This design comes from an exercise in tuning for small area, a short achievable clock period and few clock cycles per item on the open sky130 flow, not from production work. RTL that was checked went through simulation tests only; none was proved equivalent to the original. No activity file was given, so power comes from the tool's default toggle rates.

pepper:
// axis_matmul2x2
module axis_matmul2x2 #(parameter W = 13) (
    input                       clk             ,
    input                       rst             ,
    input                       s_axis_tvalid   ,
    input     [31 : 0]          s_axis_tdata    ,
    input                       s_axis_tlast    ,
    output                      s_axis_tready   ,
    output                      m_axis_tvalid   ,
    output    [31 : 0]          m_axis_tdata    ,
    output                      m_axis_tlast    ,
    input                       m_axis_tready
);
Size in the first run: roughly 290 cells after synthesis, ~70 flip-flops, roughly 4000 um^2 of cells after synthesis.
==> flow/config.mk <==
export PLATFORM = sky130hd
export DESIGN_NAME = axis_matmul2x2
export DESIGN_NICKNAME = axis_matmul2x2
export VERILOG_FILES = /design/flow/design.v
export SDC_FILE = /design/flow/constraint.sdc
export NUM_CORES = 4
export LEC_CHECK = 0
export CAP_MARGIN = 20
export CORE_MARGIN = 2
export CORE_UTILIZATION = 60
export PLACE_DENSITY = 0.8
export SETUP_SLACK_MARGIN = 4.0
export SLEW_MARGIN = 20
==> flow/constraint.sdc <==
create_clock -name core_clock -period 7.5 [get_ports {clk}]
set_input_delay 1.5000 -clock core_clock [delete_from_list [all_inputs] [get_ports {clk}]]
set_output_delay 1.5000 -clock core_clock [all_outputs]
set_load 0.01 [all_outputs]
standard.sh (not shown) runs the stock make flow with config.mk's settings and CLKGATE_MAP_FILE= SYNTH_SCRIPT=/design/flow/synth_recipe.tcl, a recipe that flattens the netlist after the stock synthesis.
==> flow/flow/run.sh <==
#!/bin/bash
# Standard ORFS layout, with two changes:
#  - synthesis runs Yosys's synth without its internal ABC pass (SYNTH_ARGS=-noabc),
#    so the full-adder extraction sees the RTL's adder structure directly;
#    the final ABC mapping still runs as usual;
#  - every input and output port still gets its own buffer, but a buf_1
#    instead of the slow delay buffer buffer_ports picks by default.
set -euo pipefail
bash standard.sh SYNTH_ARGS=-noabc \
  "BUFFER_PORTS_ARGS=-buffer_cell sky130_fd_sc_hd__buf_1" \
  finish > make_finish.log 2>&1
Testbench counts of pepper, summed over its fixed seeds: cycles 792, items 384.
Modified inputs, xenon compared to pepper
- a change of PLACE_DENSITY from 0.8 to 0.6
- a change of CORE_UTILIZATION from 60 to 40
-- flow/flow/run.sh --
<<< pepper, line 2
# Standard ORFS layout, with two changes:
>>> xenon, line 2
# Standard ORFS layout, with these changes:
<<< pepper, line 7
#    instead of the slow delay buffer buffer_ports picks by default.
>>> xenon, line 7
#    instead of the slow delay buffer buffer_ports picks by default;
#  - clock tree synthesis without dummy loads.
<<< pepper, line 11
>>> xenon, line 12
  "CTS_ARGS=-sink_clustering_enable -repair_clock_nets -dont_use_dummy_load -buf_list sky130_fd_sc_hd__clkbuf_16" \
Findings:
xenon: full flow OK, the timing, DRC and antenna checks passed
Re share of the yosys chip area belonging to registers: no difference whatsoever between xenon and pepper.
Looking only at met2 track utilization from global routing, and setting everything else aside, the higher value of xenon and pepper goes to pepper.
The overall power of the completed layout was comparable across xenon and pepper.
Input changes introduced in juniper (baseline for comparison: xenon):
-- flow/flow/run.sh --
<<< xenon, line 2
# Standard ORFS layout, with these changes:
>>> juniper, line 2
# Standard ORFS layout, with two changes:
<<< xenon, line 7
#    instead of the slow delay buffer buffer_ports picks by default;
#  - clock tree synthesis without dummy loads.
>>> juniper, line 7
#    instead of the slow delay buffer buffer_ports picks by default.
<<< xenon, line 12
  "CTS_ARGS=-sink_clustering_enable -repair_clock_nets -dont_use_dummy_load -buf_list sky130_fd_sc_hd__clkbuf_16" \
>>> juniper, line 11
### Flow results
- There was hardly any difference in top achievable clock speed between xenon and juniper.
- juniper ended with more hold slack than xenon.
- Re part of the total power dissipated in combinational logic: xenon was lower than juniper.
- ~same worst setup slack in juniper and xenon
- Time the worst path needs with I/O delays and setup delta (xenon -> juniper): insignificant
- juniper against xenon: post-place setup slack stayed essentially flat, relative max-transition margin barely changed, end-of-flow core utilization fell by 0.68 points.
The following lists how garnet was set up differently from juniper:
- SETUP_SLACK_MARGIN: 4.0 -> 3.8
Results
Final area was lower in garnet than in juniper. Critical path depth (lower): juniper. juniper → garnet: critical path data arrival time went up by 1.75 ns, clock period minus worst slack went up by 0.15 ns, via density per instance went down by 0.047. Total power after layout went down slightly going from juniper to garnet. Against juniper, garnet reports a routed metal-1 wirelength that is lower. Of garnet and juniper, the run reporting the lower minimum setup slack in the final design was garnet. Relative to juniper, number of buffer and inverter instances along the worst setup path has gone down in garnet. Non-clock inverter count in the final layout essentially unchanged between juniper and garnet.

Another version of the RTL of axis_matmul2x2 (not shown whole).
For scale: roughly 240 cells after synthesis, roughly 66 flip-flops, about 72 I/O pins.
==> flow/design.v (excerpt) <==
module axis_matmul2x2(
    input                       clk             ,
    input                       rst             ,
    input                       s_axis_tvalid   ,
    input     [31 : 0]          s_axis_tdata    ,
    input                       s_axis_tlast    ,
    output                      s_axis_tready   ,
    output                      m_axis_tvalid   ,
    output    [31 : 0]          m_axis_tdata    ,
    output                      m_axis_tlast    ,
    input                       m_axis_tready
);
    wire [3:0] ia0 = s_axis_tdata[3:0];
    wire [3:0] ia1 = s_axis_tdata[11:8];
    wire [3:0] ib0 = s_axis_tdata[19:16];
    wire [3:0] ib1 = s_axis_tdata[27:24];
    reg       hv;
    reg [3:0] h_a00, h_a10, h_b00, h_b01;
    reg       mv, mrow;
    reg [3:0] ma0, ma1, p_a01;
    reg [3:0] mb00, mb01, mb10, mb11;
    reg       ov;
    reg [8:0] oc0, oc1;
    wire out_free  = !ov || m_axis_tready;
    wire do_comp   = mv && out_free;
    wire comp_last = do_comp && !mrow;
    assign s_axis_tready = hv ? (!mv || comp_last)
                              : (!(mv && mrow) || do_comp);
    wire s_fire = s_axis_tvalid && s_axis_tready;
    wire [8:0] dot0, dot1;
    dot4 u_d0(.a0(ma0), .b0(mb00), .a1(ma1), .b1(mb10), .y(dot0));
    dot4 u_d1(.a0(ma0), .b0(mb01), .a1(ma1), .b1(mb11), .y(dot1));
    always @(posedge clk) begin
        if (rst) begin
            hv <= 1'b0;
            mv <= 1'b0;
  ...
==> flow/config.mk <==
export PLATFORM = sky130hd
export DESIGN_NAME = axis_matmul2x2
export DESIGN_NICKNAME = axis_matmul2x2
export VERILOG_FILES = /design/flow/design.v
export SDC_FILE = /design/flow/constraint.sdc
export NUM_CORES = 4
export LEC_CHECK = 0
export CAP_MARGIN = 20
export CORE_MARGIN = 2
export CORE_UTILIZATION = 40
export PLACE_DENSITY = 0.6
export SETUP_SLACK_MARGIN = 5
export SLEW_MARGIN = 20
==> flow/constraint.sdc <==
create_clock -name core_clock -period 7.5 [get_ports {clk}]
set_input_delay 1.5000 -clock core_clock [delete_from_list [all_inputs] [get_ports {clk}]]
set_output_delay 1.5000 -clock core_clock [all_outputs]
set_load 0.01 [all_outputs]
==> flow/flow/run.sh <==
#!/bin/bash
# Standard ORFS layout, with two changes:
#  - synthesis runs Yosys's synth without its internal ABC pass (SYNTH_ARGS=-noabc),
#    so the full-adder extraction sees the RTL's adder structure directly;
#    the final ABC mapping still runs as usual;
#  - every input and output port still gets its own buffer, but a buf_2
#    instead of the slow delay buffer buffer_ports picks by default.
set -euo pipefail
bash standard.sh SYNTH_ARGS=-noabc \
  "BUFFER_PORTS_ARGS=-buffer_cell sky130_fd_sc_hd__buf_2" \
  finish > make_finish.log 2>&1
The starting point completed without violations.
Testbench counts at the start, summed over its fixed seeds: cycles 792, items 384.
Rerun with:
--- a/flow/flow/run.sh
+++ b/flow/flow/run.sh
@@ -5,3 +5,3 @@
 #    the final ABC mapping still runs as usual;
-#  - every input and output port still gets its own buffer, but a buf_2
+#  - every input and output port still gets its own buffer, but a buf_1
 #    instead of the slow delay buffer buffer_ports picks by default.
@@ -9,3 +9,3 @@
 bash standard.sh SYNTH_ARGS=-noabc \
-  "BUFFER_PORTS_ARGS=-buffer_cell sky130_fd_sc_hd__buf_2" \
+  "BUFFER_PORTS_ARGS=-buffer_cell sky130_fd_sc_hd__buf_1" \
   finish > make_finish.log 2>&1
--- a/flow/config.mk
+++ b/flow/config.mk
@@ -11,3 +11,3 @@
 export PLACE_DENSITY = 0.6
-export SETUP_SLACK_MARGIN = 5
+export SETUP_SLACK_MARGIN = 4.5
 export SLEW_MARGIN = 20
Effect: The new run completed without violations; non-clock buffer count drops by 4; routed wire length drops by a few percent; power climbs slightly; critical path depth does not change; die area does not change.
Rerun with:
--- a/flow/flow/run.sh
+++ b/flow/flow/run.sh
@@ -5,3 +5,3 @@
 #    the final ABC mapping still runs as usual;
-#  - every input and output port still gets its own buffer, but a buf_1
+#  - every input and output port still gets its own buffer, but a buf_2
 #    instead of the slow delay buffer buffer_ports picks by default.
@@ -9,3 +9,3 @@
 bash standard.sh SYNTH_ARGS=-noabc \
-  "BUFFER_PORTS_ARGS=-buffer_cell sky130_fd_sc_hd__buf_1" \
+  "BUFFER_PORTS_ARGS=-buffer_cell sky130_fd_sc_hd__buf_2" \
   finish > make_finish.log 2>&1
After rerunning:
- The changed run produced a clean layout
- flip-flop and latch count is unchanged
- die area stays the same
- clock-buffer cell count shrinks by 3
- sequential share of layout area shrinks by 0.30 points
- fmax goes down by 0.97%
- wire length decreases by 0.69%
- via count goes down by 0.88%
- total power fell by 1.9%
- worst setup slack loses 41 ps
- utilization climbs by 0.34 points
Rerun with:
--- a/flow/config.mk
+++ b/flow/config.mk
@@ -10,2 +10,4 @@
 export CORE_UTILIZATION = 40
+export CTS_BUF_LIST = sky130_fd_sc_hd__clkbuf_4 sky130_fd_sc_hd__clkbuf_8
+export CTS_CLUSTER_SIZE = 40
 export PLACE_DENSITY = 0.6
Result: The new run completed with no timing, DRC or antenna violations. Core utilization is unchanged. Sequential share of layout area stays the same. Cell count stays the same. Register-to-register slack is about the same. Wire length is unchanged.

Another version of the RTL of axis_matmul2x2 (not shown whole).
Size in the first run: ~280 cells after synthesis, ~72 I/O pins, roughly 3900 um^2 of cells after synthesis.
export LEC_CHECK = 0
export ABC_CLOCK_PERIOD_IN_PS = 3000
export CAP_MARGIN = 20
export CORE_MARGIN = 2
export CORE_UTILIZATION = 40
export PLACE_DENSITY = 0.6
export SETUP_SLACK_MARGIN = 4.5
export SLEW_MARGIN = 20
create_clock -name core_clock -period 7.5 [get_ports {clk}]
run.sh (not shown) runs the stock make flow with config.mk's settings and CLKGATE_MAP_FILE= SYNTH_SCRIPT=/design/flow/synth_recipe.tcl, a recipe that flattens the netlist after the stock synthesis.
Stock flow here: none of the scripts above is used.
Rerun with:
--- a/flow/config.mk
+++ b/flow/config.mk
@@ -8 +7,0 @@
-export ABC_CLOCK_PERIOD_IN_PS = 3000
@@ -13 +11,0 @@
-export SETUP_SLACK_MARGIN = 4.5
What happened:
- final area came out lower by 5.0%
- clock-buffer cell count came out higher by 1
- via count came out lower by about 3.2%
- wire length came out lower by about 4.3%
- non-clock buffer count came out lower by 12
- worst setup slack is worse by 0.56 ns
- hold slack is worse by 0.0048 ns
- final cell count came out lower by 2.7%
- sequential share of layout area came out higher by 2.1 points
- utilization came out lower by 2.6 points
Rerun with:
--- a/flow/config.mk
+++ b/flow/config.mk
@@ -11,0 +12 @@
+export SETUP_SLACK_MARGIN = 4.5
What happened: Setup slack improved by 0.56 ns. Global-route usage went up by 0.43 points. Worst hold slack gets better by 0.0048 ns.
No run of this note included a check of the RTL's function; only the layout flow was run.

ember:
axis_matmul2x2, a different RTL version from the one above (not shown whole).
For scale: ~270 cells after synthesis, roughly 74 flip-flops, about 72 I/O pins, roughly 4100 sq um of cells after synthesis.
clock: 7.5 ns
lec_check: 0
cap_margin: 20
core_margin: 2
core_utilization: 40
place_density: 0.6
setup_slack_margin: 4.2
slew_margin: 20
standard.sh (not shown) runs the stock make flow with config.mk's settings and CLKGATE_MAP_FILE= SYNTH_SCRIPT=/design/flow/synth_recipe.tcl, a recipe that flattens the netlist after the stock synthesis.
==> flow/flow/run.sh <==
#!/bin/bash
# Standard ORFS layout, with two changes:
#  - synthesis runs Yosys's synth without its internal ABC pass (SYNTH_ARGS=-noabc),
#    so the full-adder extraction sees the RTL's adder structure directly;
#    the final ABC mapping still runs as usual;
#  - every input and output port still gets its own buffer, but a buf_1
#    instead of the slow delay buffer buffer_ports picks by default.
set -euo pipefail
bash standard.sh SYNTH_ARGS=-noabc \
  "BUFFER_PORTS_ARGS=-buffer_cell sky130_fd_sc_hd__buf_1" \
  finish > make_finish.log 2>&1
ember went all the way through the flow, and no timing, DRC or antenna check failed.
Testbench counts of ember, summed over its fixed seeds: cycles 792, items 384.
Relative to ember, the following input files were edited for amber:
Settings: SETUP_SLACK_MARGIN changed from 4.2 to 4.5.
==> summary.txt <==
- Compared to ember, the router laid down less metal wire for amber.
- When amber is measured against ember, its clock tree cell share of total cell area turns out 0.64 points higher.
- Against ember, number of global-route vias before repair in amber fell by a few percent.
- From ember to amber the numbers moved as follows: final net count now sits lower, synthesized-area fraction occupied by adder cells now sits at about the same level.
- Post-detailed-route count of antenna-violating nets: ember vs amber identical
- Of amber and ember, the lower net switching share of the total power belongs to ember.
- Clock share of power: amber higher than ember
[inputs] lagoon vs amber
Settings: SETUP_SLACK_MARGIN now 4.0, was 4.5.
==> summary.txt <==
Of lagoon and amber, it is lagoon that has the higher total power density per cell area. Worst-path cell with the longest stage delay = sky130_fd_sc_hd__fa_2: amber; worst-path cell with the longest stage delay = sky130_fd_sc_hd__edfxtp_1: lagoon. Worst setup timing slack at the placement stage: lagoon < amber. As far as clock latency on the worst-skew pair is concerned, amber and lagoon perform about the same. Per the comparison of lagoon with amber, met1 layer usage reported by global route decreased by 0.30 points relative to the old numbers; portion of total power attributed to the clock network stayed essentially flat; number of maximum-capacitance constraint violations did not really move. Going from amber to lagoon, area of the multi-input gates shrank slightly.

job 8411:
Another version of the RTL of axis_matmul2x2 (not shown whole).
For scale: about 260 cells after synthesis, ~70 flip-flops, roughly 72 I/O pins, ~0.0040 mm^2 of cells after synthesis.
Settings: LEC_CHECK=0, CAP_MARGIN=20, CORE_MARGIN=2, CORE_UTILIZATION=40, GPL_ROUTABILITY_DRIVEN=0, PLACE_DENSITY=0.6, SETUP_SLACK_MARGIN=4.1, SLEW_MARGIN=20; clock period 7.5 ns.
==> flow/flow/run.sh <==
#!/bin/bash
# Standard ORFS layout, with these changes:
#  - synthesis runs Yosys's synth without its internal ABC pass (SYNTH_ARGS=-noabc),
#    so the full-adder extraction sees the RTL's adder structure directly;
#    the final ABC mapping still runs as usual;
#  - every input and output port still gets its own buffer, but a buf_1
#    instead of the slow delay buffer buffer_ports picks by default;
#  - clock tree synthesis without dummy loads.
set -euo pipefail
bash standard.sh SYNTH_ARGS=-noabc \
  "BUFFER_PORTS_ARGS=-buffer_cell sky130_fd_sc_hd__buf_1" \
  "CTS_ARGS=-sink_clustering_enable -repair_clock_nets -dont_use_dummy_load" \
  finish > make_finish.log 2>&1
Job 8411 | status: complete | timing, DRC, antenna: pass
Testbench counts of job 8411, summed over its fixed seeds: cycles 792, items 384.
Inputs modified between job 8411 and job 2336:
- clearing GPL_ROUTABILITY_DRIVEN, which used to be 0
- swapping 4.1 for 4.0 in SETUP_SLACK_MARGIN
Results
- Going from job 8411 to job 2336, final wirelength up 1.6%; global-route usage over all layers went up 0.20 points; power consumption +5.6 uW; minimum period implied by the final worst setup slack shows an increase of 0.049 ns.
- Wire length of the first global-routing pass is lower on job 8411
- From job 8411 to job 2336 the numbers moved as follows: final area moved up, switching fraction of total power saw little to no change, final cell count increased by 1.8% relative to the old numbers, switching power climbed 2.0 uW.
- | average size of a mapped cell | job 8411 vs job 2336 | ≈ equal |
- On detailed placement HPWL, job 8411 and job 2336 are basically level.
### job 2336 -> job 8464
==> flow/flow/run.sh <==
#!/bin/bash
# Standard ORFS layout, with two changes:
#  - synthesis runs Yosys's synth without its internal ABC pass (SYNTH_ARGS=-noabc),
#    so the full-adder extraction sees the RTL's adder structure directly;
#    the final ABC mapping still runs as usual;
#  - every input and output port still gets its own buffer, but a buf_1
#    instead of the slow delay buffer buffer_ports picks by default.
set -euo pipefail
bash standard.sh SYNTH_ARGS=-noabc \
  "BUFFER_PORTS_ARGS=-buffer_cell sky130_fd_sc_hd__buf_1" \
  finish > make_finish.log 2>&1
## What came out
Every stage of the flow completed for job 8464, and the final layout passed the timing, DRC and antenna checks.
On number of global-route vias before repair: job 8464 sits above job 2336.
Per the comparison of job 8464 with job 2336, length of routed met3 wiring now sits lower, global routing met2 resource utilization now sits higher, fmax now sits at about the same level, power now sits higher, internal reg-to-reg setup slack now sits at about the same level.
Compared job 8464 vs job 2336, and non-clock buffer count in the final layout is down in job 8464.
There was hardly any difference in global-route usage between job 8464 and job 2336.
Slowest library cell on the worst path = edfxtp_1: job 8464; slowest library cell on the worst path = fa_1: job 2336
Worst-path maximum fanout ended up 3 higher on job 8464 than on job 2336.
Job 8464 does worse than job 2336 on via count.
Input changes introduced in job 8729 (baseline for comparison: job 8464):
- SETUP_SLACK_MARGIN now 4.1, was 4.0
## What came out
- The higher routing usage on met1 of job 8729 and job 8464 is in job 8464.
- A slowest stage cell on the critical path of fa_1 is what job 8729 shows, while edfxtp_1 belongs to job 8464.
- Taking job 8464 as the reference, in job 8729 normalized max-slew margin now sits higher, area of the multi-input gates flat, post-placement worst setup slack has increased, power saw a decrease.
- Between job 8729 and job 8464, the difference in setup slack of the critical path after layout is negligible.
- Timing endpoint of the critical path = oc1[5]: job 8464; timing endpoint of the critical path = oc0[5]: job 8729
- Fraction of standard cell area that is sequential for job 8729: 0.35 points up relative to job 8464
- Relative to job 8464, final cell count without fillers has increased by about 0.7% in job 8729.
Setup changes, job 8729 to job 370
- ABC_AREA: unset -> 1
==> flow/flow/run.sh <==
#!/bin/bash
# Standard ORFS layout, with these changes:
#  - synthesis runs Yosys's synth without its internal ABC pass (SYNTH_ARGS=-noabc),
#    so the full-adder extraction sees the RTL's adder structure directly;
#    the final ABC mapping still runs as usual;
#  - every input and output port still gets its own buffer, but a buf_1
#    instead of the slow delay buffer buffer_ports picks by default;
#  - clock tree synthesis without dummy loads.
set -euo pipefail
bash standard.sh SYNTH_ARGS=-noabc \
  "BUFFER_PORTS_ARGS=-buffer_cell sky130_fd_sc_hd__buf_1" \
  "CTS_ARGS=-sink_clustering_enable -repair_clock_nets -dont_use_dummy_load" \
  finish > make_finish.log 2>&1
## What came out
The higher slack of the worst reg-to-reg path came out of job 370.
Job 8729 and job 370 ended up with roughly the same post-synthesis compound-gate area fraction.
The final reports for job 370 and job 8729 show number of cells in the design after placement higher in the former.
Wire: job 370 routes more than job 8729
A most common cell after layout, fill and taps aside of edfxtp_1 is what job 8729 shows, while nand2_1 belongs to job 370.
The worst voltage drop across the vdd grid of job 370 exceeds that of job 8729 by 31%.
Setup changes, job 370 to job 3937
- a deleted ABC_AREA that had been 1
- a change of SETUP_SLACK_MARGIN from 4.1 to 3.9
==> flow/flow/run.sh <==
#!/bin/bash
# Standard ORFS layout, with two changes:
#  - synthesis runs Yosys's synth without its internal ABC pass (SYNTH_ARGS=-noabc),
#    so the full-adder extraction sees the RTL's adder structure directly;
#    the final ABC mapping still runs as usual;
#  - every input and output port still gets its own buffer, but a buf_1
#    instead of the slow delay buffer buffer_ports picks by default.
set -euo pipefail
bash standard.sh SYNTH_ARGS=-noabc \
  "BUFFER_PORTS_ARGS=-buffer_cell sky130_fd_sc_hd__buf_1" \
  finish > make_finish.log 2>&1
### Flow results
Job 3937 vs. job 370: final instance area now sits higher, wire length on met2 went up by 83 um, global-route wire length before repair picked up an extra about 4.4%, via count decreased 248, worst setup margin went down.
Looking at mapped cell area, job 3937 sits below job 370.
The run showing the smaller net load switching power is job 370.
Of the two values seen for launch point of the worst path, oc1[12] was produced by job 370 and ma1[1] by job 3937.

[separate check: timing with driven ports]
In the flow no input, the clock included, has a driving cell. The finished layouts below were timed again as built, in two steps. Step 1 sets driving cells, clkbuf_16 on the clock port and buf_2 on the other inputs (assumed; they add their load-dependent delay and slew). Step 2 times the ports against the registers' clock, not the clock port: input delays grow and output delays shrink by t, the midpoint of the rising clock arrivals with the driver on. Slacks: ideal ports / drivers / drivers and shift; pairs: ideal ports / drivers.
| run | t, ns | slack for setup (ns) | clock arrival spread, ns | worst register clock-pin slew, ns | worst data-port slew with drivers (ns) |
|---|---|---|---|---|---|
| pepper | 0.360 | 3.997 / 3.986 / 3.997 | 0.004 / 0.004 | 0.07 / 0.07 | 0.03 |
| xenon | 0.355 | 4.034 / 4.014 / 4.014 | 0.023 / 0.023 | 0.06 / 0.06 | 0.03 |
| juniper | 0.376 | 4.033 / 4.008 / 4.013 | 0.012 / 0.011 | 0.08 / 0.08 | 0.03 |
| garnet | 0.374 | 3.884 / 3.884 / 3.884 | 0.011 / 0.011 | 0.08 / 0.08 | 0.03 |
| the first run of note 2 | 0.359 | 3.336 / 3.336 / 3.336 | 0.009 / 0.009 | 0.08 / 0.08 | 0.05 |
| the second run of note 2 | 0.351 | 3.357 / 3.357 / 3.357 | 0.008 / 0.009 | 0.08 / 0.08 | 0.05 |
| the third run of note 2 | 0.363 | 3.316 / 3.316 / 3.316 | 0.010 / 0.010 | 0.08 / 0.08 | 0.05 |
| the fourth run of note 2 | 0.363 | 3.316 / 3.316 / 3.316 | 0.010 / 0.010 | 0.08 / 0.08 | 0.05 |
| the first run of note 3 | 0.362 | 3.439 / 3.439 / 3.439 | 0.012 / 0.012 | 0.08 / 0.08 | 0.05 |
| the second run of note 3 | 0.364 | 2.878 / 2.856 / 2.856 | 0.009 / 0.009 | 0.08 / 0.08 | 0.04 |
| the third run of note 3 | 0.362 | 3.439 / 3.439 / 3.439 | 0.012 / 0.012 | 0.08 / 0.08 | 0.05 |
| ember | 0.370 | 4.035 / 4.010 / 3.825 | 0.010 / 0.010 | 0.08 / 0.08 | 0.05 |
| amber | 0.372 | 4.058 / 4.039 / 4.058 | 0.009 / 0.009 | 0.08 / 0.08 | 0.05 |
| lagoon | 0.375 | 4.024 / 4.013 / 4.013 | 0.012 / 0.012 | 0.09 / 0.09 | 0.03 |
| job 8411 | 0.363 | 4.059 / 4.031 / 4.070 | 0.025 / 0.025 | 0.08 / 0.08 | 0.04 |
| job 2336 | 0.368 | 4.010 / 3.989 / 4.010 | 0.033 / 0.033 | 0.08 / 0.08 | 0.04 |
| job 8464 | 0.385 | 4.002 / 3.973 / 4.002 | 0.016 / 0.017 | 0.09 / 0.09 | 0.04 |
| job 8729 | 0.376 | 4.004 / 4.004 / 4.004 | 0.016 / 0.016 | 0.09 / 0.09 | 0.04 |
| job 370 | 0.359 | 4.032 / 4.000 / 4.037 | 0.025 / 0.025 | 0.08 / 0.08 | 0.04 |
| job 3937 | 0.383 | 3.961 / 3.961 / 3.961 | 0.016 / 0.016 | 0.09 / 0.09 | 0.04 |
After both steps every run listed still meets setup and hold. The setup slack of ember, which loses most, moves by -0.025 ns with the drivers and by -0.210 ns with both steps.
